This design comes from an exercise in tuning for small area and a short achievable clock period on the open sky130 flow, not from production work. Only simulation tests tie the RTL to the original design; equivalence was not proved. Power is estimated from default activity; no workload was simulated.

Setup of north:
// enigma_part3
module enigma_part3(clk, srst_n, load, encrypt, crypt_mode, table_idx, code_in, code_out, code_valid);
input clk;
input srst_n;
input load;
input encrypt;
input crypt_mode;
input [1:0] table_idx;
input [5:0] code_in;
output [5:0] code_out;
output code_valid;
integer i, j;
reg [5:0] A [0:63];    
reg [5:0] B [0:63];    
reg [5:0] P [0:63];    
wire [383:0] Av, Bv, Pv;
genvar g;
generate
    for (g = 0; g < 64; g = g + 1) begin : flat
        assign Av[g*6 +: 6] = A[g];
        assign Bv[g*6 +: 6] = B[g];
        assign Pv[g*6 +: 6] = P[g];
    end
endgenerate
reg ld_r, enc_r, md_r;
reg [1:0] ti_r;
reg [5:0] cu;          
reg [3:0] sel;         
reg [7:0] ra0l, ra1l, ra2l, ra3l, ra0h, ra1h, ra2h, ra3h;
reg [5:0] offb;        
reg [3:0] sro;         
reg       pcnt;        
reg [5:0] psa;         
reg [5:0] ppa;         
reg       val_r;
reg [5:0] bb_r;
reg [5:0] bbn_r;       
reg [5:0] off_r;
wire [5:0] off = offb + {4'd0, sro[3] | sro[2], sro[3] | sro[1]};    
wire ldB = ld_r & (ti_r == 2'd1);
wire ldP = ld_r & (ti_r == 2'd2);
wire [5:0] fb, fp, bp, bb;
wire [3:0] bbg;        
wire [7:0] fal, fah;   
sel4x8 u_fal (.a(ra0l), .b(ra1l), .c(ra2l), .d(ra3l), .s(sel), .y(fal));
sel4x8 u_fah (.a(ra0h), .b(ra1h), .c(ra2h), .d(ra3h), .s(sel), .y(fah));
lut64d u_b (.tbl(Bv), .lo(fal), .hi(fah), .y(fb));
  ...
Size in the first run: ~7500 cells after synthesis, roughly 77000 sq um of cells after synthesis.
export LEC_CHECK = 0
export CAP_MARGIN = 20
export CORE_MARGIN = 2
export CORE_UTILIZATION = 40
export CTS_BUF_LIST = sky130_fd_sc_hd__clkbuf_8 sky130_fd_sc_hd__clkbuf_16
export CTS_CLUSTER_DIAMETER = 100
export CTS_CLUSTER_SIZE = 20
export PLACE_DENSITY = 0.7
export SLEW_MARGIN = 20
export SYNTH_HIERARCHICAL = 1
export SYNTH_MINIMUM_KEEP_SIZE = 0
export TNS_END_PERCENT = 5
export SETUP_SLACK_MARGIN = 12
export DONT_USE_CELLS = sky130_fd_sc_hd__or4_1 sky130_fd_sc_hd__or4_2 sky130_fd_sc_hd__or4_4 sky130_fd_sc_hd__or4b_1 sky130_fd_sc_hd__or4b_2 sky130_fd_sc_hd__or4b_4 sky130_fd_sc_hd__or4bb_1 sky130_fd_sc_hd__or4bb_2 sky130_fd_sc_hd__or4bb_4 sky130_fd_sc_hd__or3_1 sky130_fd_sc_hd__or3_2 sky130_fd_sc_hd__or3_4 sky130_fd_sc_hd__or3b_1 sky130_fd_sc_hd__or3b_2 sky130_fd_sc_hd__or3b_4 sky130_fd_sc_hd__clkdlybuf4s15_1 sky130_fd_sc_hd__clkdlybuf4s15_2 sky130_fd_sc_hd__clkdlybuf4s18_1 sky130_fd_sc_hd__clkdlybuf4s18_2 sky130_fd_sc_hd__clkdlybuf4s25_1 sky130_fd_sc_hd__clkdlybuf4s25_2 sky130_fd_sc_hd__clkdlybuf4s50_1 sky130_fd_sc_hd__clkdlybuf4s50_2 sky130_fd_sc_hd__dlygate4sd1_1 sky130_fd_sc_hd__dlygate4sd2_1 sky130_fd_sc_hd__dlygate4sd3_1 sky130_fd_sc_hd__dlymetal6s2s_1 sky130_fd_sc_hd__dlymetal6s4s_1 sky130_fd_sc_hd__dlymetal6s6s_1 
create_clock -name core_clock -period 20.0 [get_ports {clk}]
standard.sh (not shown) runs the stock make flow with config.mk's settings and CLKGATE_MAP_FILE= SYNTH_SCRIPT=/design/flow/synth_recipe.tcl, a recipe that flattens the netlist after the stock synthesis.
==> flow/flow/run.sh <==
#!/bin/bash
# The standard layout (the standard.sh) with extra settings from
# flow/extra.mk. make's output goes to standard.log; each ORFS step writes
# its own log under orfs/logs/.
set -euo pipefail
cat flow/extra.mk >> config.mk
bash standard.sh > standard.log 2>&1
==> flow/flow/extra.mk <==
# Settings added to the standard flow's config.mk by flow/run.sh.
# Timing repair aims for 12 ns of setup slack, so it keeps shortening the
# critical paths well past the 20 ns clock period.
export SETUP_SLACK_MARGIN = 12
# The slow OR3/OR4 cells and the delay cells are left out of mapping, port
# buffering and repair.
export DONT_USE_CELLS = sky130_fd_sc_hd__or4_1 sky130_fd_sc_hd__or4_2 sky130_fd_sc_hd__or4_4 sky130_fd_sc_hd__or4b_1 sky130_fd_sc_hd__or4b_2 sky130_fd_sc_hd__or4b_4 sky130_fd_sc_hd__or4bb_1 sky130_fd_sc_hd__or4bb_2 sky130_fd_sc_hd__or4bb_4 sky130_fd_sc_hd__or3_1 sky130_fd_sc_hd__or3_2 sky130_fd_sc_hd__or3_4 sky130_fd_sc_hd__or3b_1 sky130_fd_sc_hd__or3b_2 sky130_fd_sc_hd__or3b_4 sky130_fd_sc_hd__clkdlybuf4s15_1 sky130_fd_sc_hd__clkdlybuf4s15_2 sky130_fd_sc_hd__clkdlybuf4s18_1 sky130_fd_sc_hd__clkdlybuf4s18_2 sky130_fd_sc_hd__clkdlybuf4s25_1 sky130_fd_sc_hd__clkdlybuf4s25_2 sky130_fd_sc_hd__clkdlybuf4s50_1 sky130_fd_sc_hd__clkdlybuf4s50_2 sky130_fd_sc_hd__dlygate4sd1_1 sky130_fd_sc_hd__dlygate4sd2_1 sky130_fd_sc_hd__dlygate4sd3_1 sky130_fd_sc_hd__dlymetal6s2s_1 sky130_fd_sc_hd__dlymetal6s4s_1 sky130_fd_sc_hd__dlymetal6s6s_1 
north finished every stage and its layout cleared the timing, design-rule and antenna checks.
#### Input delta (south over north)
-- flow/config.mk --
<<< north, line 12
export CTS_CLUSTER_DIAMETER = 100
export CTS_CLUSTER_SIZE = 20
export PLACE_DENSITY = 0.7
export SLEW_MARGIN = 20
export SYNTH_HIERARCHICAL = 1
export SYNTH_MINIMUM_KEEP_SIZE = 0
export TNS_END_PERCENT = 5
# Settings added to bench's config.mk by flow/run.sh.
# Timing repair aims for 12 ns of setup slack, so it keeps shortening the
>>> south, line 12
export CTS_CLUSTER_DIAMETER = 100
export CTS_CLUSTER_SIZE = 20
export SLEW_MARGIN = 20
export SYNTH_HIERARCHICAL = 1
export SYNTH_MINIMUM_KEEP_SIZE = 0
export TNS_END_PERCENT = 30
# Settings added to bench's config.mk by flow/run.sh.
# Timing repair aims for 12 ns of setup slack, so it keeps shortening the
[summary]
From the logs: south reached the end of the flow and failed the layout checks with max-capacitance violations, max-slew violations. The run showing the greater data required time of the worst path is south. [compare] base=north new=south: clock insertion delay at the later pin of the skew report went up, maximum operating frequency went up, cell internal power dissipation went up, total inserted antenna cells went down, post-layout instance count excluding filler cells did not really move. north has lower worst setup slack after placement than south. STATUS finished layout cell area: south loses against north. Looking at critical path's largest stage delay, south sits above north. Power attributed to the clock group was lower in the run labelled south. On hold slack: between south and north, it ends up higher for north.
Relative to south, the following input files were edited for east:
-- flow/config.mk --
<<< south, line 15
export SYNTH_HIERARCHICAL = 1
export SYNTH_MINIMUM_KEEP_SIZE = 0
export TNS_END_PERCENT = 30
# Settings added to bench's config.mk by flow/run.sh.
# Timing repair aims for 12 ns of setup slack, so it keeps shortening the
>>> east, line 15
export SYNTH_HIERARCHICAL = 1
export SYNTH_MINIMUM_KEEP_SIZE = 0
export TNS_END_PERCENT = 5
# Settings added to bench's config.mk by flow/run.sh.
# Timing repair aims for 12 ns of setup slack, so it keeps shortening the
==> comparison <==
east has completed all stages; timing, DRC and antenna checks passed.
Final checks on south, whose flow otherwise completed, came back failing, citing max-capacitance violations, max-slew violations.
Vias: east below south
south → east: detail-routed net length per standard cell has decreased; headroom to the max-slew limit increased by 16 points relative to the old numbers.
For west, these inputs were changed with respect to east:
-- flow/config.mk --
<<< east, line 8
export CAP_MARGIN = 20
export CORE_MARGIN = 2
export CORE_UTILIZATION = 40
export CTS_BUF_LIST = sky130_fd_sc_hd__clkbuf_8 sky130_fd_sc_hd__clkbuf_16
export CTS_CLUSTER_DIAMETER = 100
>>> west, line 8
export CAP_MARGIN = 20
export CORE_MARGIN = 2
export CORE_UTILIZATION = 35
export CTS_BUF_LIST = sky130_fd_sc_hd__clkbuf_8 sky130_fd_sc_hd__clkbuf_16
export CTS_CLUSTER_DIAMETER = 100
- west vs east on initial antenna violation count: west is the lower one.
- Summary of west over east: final weighted congestion in routability-driven placement decreased about 4%, clock power share decreased 0.8 points.
diff inputs: west => middle
-- flow/config.mk --
<<< west, line 8
export CAP_MARGIN = 20
export CORE_MARGIN = 2
export CORE_UTILIZATION = 35
export CTS_BUF_LIST = sky130_fd_sc_hd__clkbuf_8 sky130_fd_sc_hd__clkbuf_16
export CTS_CLUSTER_DIAMETER = 100
export CTS_CLUSTER_SIZE = 20
export SLEW_MARGIN = 20
export SYNTH_HIERARCHICAL = 1
>>> middle, line 8
export CAP_MARGIN = 20
export CORE_MARGIN = 2
export CORE_UTILIZATION = 40
export CTS_BUF_LIST = sky130_fd_sc_hd__clkbuf_8 sky130_fd_sc_hd__clkbuf_16
export CTS_CLUSTER_DIAMETER = 100
export CTS_CLUSTER_SIZE = 20
export PLACE_DENSITY = 0.5
export SLEW_MARGIN = 20
export SYNTH_HIERARCHICAL = 1
### Flow results
The layout multi-input combinational cell count on west is in line with that on middle.
Antenna diode count for middle: 20 down relative to west
Comparing west and middle, maximum cell stage delay along the critical path is lower on middle.

[what the ideal ports hide]
The flow's constraints put no driver on any port. The routed layouts listed below were extracted and timed again, unchanged, in two steps. Step 1, drivers: a clkbuf_16 drives clk and a buf_2 each remaining input, both assumed. Step 2 times the ports against the registers' clock, not the clock port: input delays grow and output delays shrink by t, the midpoint of the rising clock arrivals with the driver on. Slacks: ideal ports / drivers / drivers and shift; pairs: ideal ports / drivers.
run | t, ns | slack for setup (ns) | worst slew at a driven data input, ns
north | 0.875 | 10.784 / 10.784 / 10.393 | 0.07
south | 0.901 | 10.855 / 10.855 / 10.579 | 0.03
east | 0.912 | 10.878 / 10.878 / 10.570 | 0.03
west | 0.886 | 10.889 / 10.889 / 10.364 | 0.04
middle | 0.895 | 10.758 / 10.758 / 10.404 | 0.07
The setup slack of west, which loses most, moves by 0.000 ns with the drivers and by -0.525 ns with both steps.
